What follows belongs to an exercise in optimizing a design on an open flow for small area, a short achievable clock period and few clock cycles per item; a production flow would make more cautious choices. Function was checked by simulation only, so behaviour that the tests miss may differ from the original.

Setup of PW:
==> flow/design.v <==
module lzc64 (
    input  [63:0] x,
    output [6:0]  n
);
    wire [31:0] v1;
    wire [31:0] c1;
    genvar i;
    generate
        for (i = 0; i < 32; i = i + 1) begin : l1
            assign v1[i] = x[2*i+1] | x[2*i];
            assign c1[i] = ~x[2*i+1];
        end
    endgenerate
    wire [15:0] v2;
    wire [31:0] c2;
    generate
        for (i = 0; i < 16; i = i + 1) begin : l2
            assign v2[i] = v1[2*i+1] | v1[2*i];
            assign c2[2*i+1:2*i] = v1[2*i+1] ? {1'b0, c1[2*i+1]} : {1'b1, c1[2*i]};
        end
    endgenerate
    wire [7:0] v3;
    wire [23:0] c3;
    generate
        for (i = 0; i < 8; i = i + 1) begin : l3
            assign v3[i] = v2[2*i+1] | v2[2*i];
            assign c3[3*i+2:3*i] = v2[2*i+1] ? {1'b0, c2[4*i+3:4*i+2]} : {1'b1, c2[4*i+1:4*i]};
        end
    endgenerate
    wire [3:0] v4;
    wire [15:0] c4;
    generate
        for (i = 0; i < 4; i = i + 1) begin : l4
            assign v4[i] = v3[2*i+1] | v3[2*i];
            assign c4[4*i+3:4*i] = v3[2*i+1] ? {1'b0, c3[6*i+5:6*i+3]} : {1'b1, c3[6*i+2:6*i]};
        end
    endgenerate
    wire [1:0] v5;
    wire [9:0] c5;
    generate
        for (i = 0; i < 2; i = i + 1) begin : l5
            assign v5[i] = v4[2*i+1] | v4[2*i];
            assign c5[5*i+4:5*i] = v4[2*i+1] ? {1'b0, c4[8*i+7:8*i+4]} : {1'b1, c4[8*i+3:8*i]};
        end
    endgenerate
    assign n = v5[1] ? {2'b00, c5[9:5]} :
               v5[0] ? {2'b01, c5[4:0]} : 7'd64;
endmodule
module inc63 (
    input  [62:0] x,
    output [62:0] s
);
    wire [63:0] c;           
    wire [8:0]  bc;          
    assign bc[0] = 1'b1;
    genvar i;
    generate
        for (i = 0; i < 8; i = i + 1) begin : blk
            assign bc[i+1] = bc[i] & (&x[(i*8+7 < 62 ? i*8+7 : 62):i*8]);
        end
        for (i = 0; i < 63; i = i + 1) begin : bit_
            if (i % 8 == 0)
                assign c[i] = bc[i/8];
            else
                assign c[i] = c[i-1] & x[i-1];
        end
    endgenerate
    assign s = x ^ c[62:0];
endmodule
module SRT4_div(
    input               clock,
    input               reset,
    input               start,
    input               is_signed,
    input       [63:0]  a,
    input       [63:0]  b,
    output              ready,
    output              error,
    output      [63:0]  q,
    output      [63:0]  r
);
    wire sa_in = is_signed & a[63];
    wire sb_in = is_signed & b[63];
    wire [6:0] ca_in, cb_in;
    lzc64 lza (.x(a ^ {64{sa_in}}), .n(ca_in));
    lzc64 lzb (.x(b ^ {64{sb_in}}), .n(cb_in));
    reg        st_norm, st_iter, st_corr, st_done;
    wire       st_idle = ~(st_norm | st_iter | st_corr | st_done);
    reg [6:0]  CA, CB;
    reg        SA, SB;
    reg [5:0]  cnt;
    reg        err;
    reg        first;
    reg        Z;      
    reg        OPS;    
    reg [64:0] R;      
    reg [63:0] D;      
    reg [63:0] Q;      
    wire [7:0] k = {1'b0, CB} - {1'b0, CA} + {7'd0, SA & ~SB};
    wire kneg = k[7];
    wire bz = CB[6] & ~SB;   
    wire last = (cnt == 6'd0);
    wire ops0 = (SA == SB);
    wire rz = ~|R;
    wire [62:0] qinc;
    inc63 qi (.x(Q[63:1]), .s(qinc));
    wire [64:0] T = R + ({SB, D} ^ {65{OPS}}) + {64'd0, OPS};
    wire need = SA ? (~T[64] | Z | rz) : T[64];
    always @(posedge clock) begin
        CA <= ca_in;
        CB <= cb_in;
        SA <= sa_in;
        SB <= sb_in;
        err <= bz;
        if (reset) begin
            st_norm <= 1'b0;
            st_iter <= 1'b0;
            st_corr <= 1'b0;
            st_done <= 1'b0;
        end else begin
            st_norm <= st_idle & start;
            st_iter <= (st_norm & ~kneg & ~bz) | (st_iter & ~last);
            st_corr <= st_iter & last & need;
            st_done <= (st_norm & (kneg | bz)) | (st_iter & last & ~need) | st_corr;
        end
        first <= st_norm;
        Z <= st_iter & (Z | rz);
        cnt <= st_norm ? k[5:0] : cnt - 6'd1;
        OPS <= st_norm ? ops0 : (T[64] == SB);
        if (st_iter | (st_corr & ~rz))
            R <= T;
        else if (st_corr)
            R <= 65'd0;
        else
            R <= {sa_in, a};
        if (st_norm)
            D <= D << k[5:0];
        else if (st_iter & ~last)
            D <= {SB, D[63:1]};
        else
            D <= b;
        if (st_iter)
            Q <= {Q[62:1], first ? ~OPS : OPS, 1'b1};
        else if (st_corr)
            Q <= {(OPS & ~rz) ? qinc : Q[63:1], rz};
        else
            Q <= kneg ? 64'd0 : {{63{~ops0}}, 1'b1};
    end
    assign ready = st_done;
    assign error = err;
    assign q = Q;
    assign r = R[63:0];
endmodule
clock: 11.0 ns
lec_check: 0
abc_area: 1
cap_margin: 20
core_margin: 2
core_utilization: 40
place_density: 0.6
slew_margin: 20
standard.sh (not shown) runs the stock make flow with config.mk's settings and CLKGATE_MAP_FILE= SYNTH_SCRIPT=/design/flow/synth_recipe.tcl, a recipe that flattens the netlist after the stock synthesis.
==> flow/flow/run.sh <==
#!/bin/bash
# Standard layout, with repair_timing aiming 7.4 ns below the 11 ns clock so
# the resizer sizes up the divider's critical paths, the ports buffered with the
# smallest buffer (the resizer still sizes them up where timing needs it), and a
# clock tree of clkbuf_8 with clusters of up to 20 sinks.
# Make's output goes to flow.log; ORFS keeps each step's log under orfs/logs.
set -euo pipefail
bash standard.sh SETUP_SLACK_MARGIN=7.4 \
  "BUFFER_PORTS_ARGS=-buffer_cell sky130_fd_sc_hd__buf_1" \
  CTS_BUF_LIST=sky130_fd_sc_hd__clkbuf_8 CTS_CLUSTER_SIZE=20 \
  finish > flow.log 2>&1
Testbench counts of PW, summed over its fixed seeds: cycles 179,963, divs 12,000.
Input-level comparison between MS and PW:
diff --git a/flow/flow/run.sh b/flow/flow/run.sh
--- a/flow/flow/run.sh
+++ b/flow/flow/run.sh
@@ -1,3 +1,3 @@
 #!/bin/bash
-# Standard layout, with repair_timing aiming 7.4 ns below the 11 ns clock so
+# Standard layout, with repair_timing aiming 7.25 ns below the 11 ns clock so
 # the resizer sizes up the divider's critical paths, the ports buffered with the
@@ -7,3 +7,3 @@
 set -euo pipefail
-bash standard.sh SETUP_SLACK_MARGIN=7.4 \
+bash standard.sh SETUP_SLACK_MARGIN=7.25 \
   "BUFFER_PORTS_ARGS=-buffer_cell sky130_fd_sc_hd__buf_1" \
In terms of routed length on met1, MS and PW differ only marginally.
Taking PW as the reference, in MS largest net degree at the start of global routing has remained practically unchanged; via count fell by about 1.4%.
Comparing MS and PW, footprint of the multi-input gates is lower on MS.
| final critical path time including I/O delays and setup | higher: MS |
Of the two values seen for start point of the critical path, SA was produced by PW and is_signed by MS.
Wire: MS routes less than PW
Compared with PW, post-cts gate resize count in MS decreased by more than a quarter.
Achievable clock frequency shrinks by a few percent when moving from PW to MS.
Tap cell count: MS vs PW identical

## re-timing with driven ports
Ports are ideal in the flow. The routed layouts listed here were re-timed in OpenROAD.
Step 1: set_driving_cell puts a clkbuf_16 on clock and a buf_2 on each other input, an assumption about the parent block.
Step 2 moves the port delays by t, midway between the first and last clock arrival at a register: inputs arrive t later, outputs are due t later. That takes back most of the time a late clock gives input paths.
Slacks: no drivers / after step 1 / after step 2; pairs: no drivers / after step 1.
run | shift t [ns] | setup WS [ns] | hold slack, ns
PW | 0.683 | 7.446 / 7.393 / 6.797 | 0.431 / 0.431 / 0.431
MS | 0.686 | 7.298 / 7.316 / 6.630 | 0.429 / 0.429 / 0.429
After both steps setup and hold are still met in every run listed. For MS, which loses most, drivers alone change the setup slack by +0.018 ns; drivers and shift together by -0.668 ns.
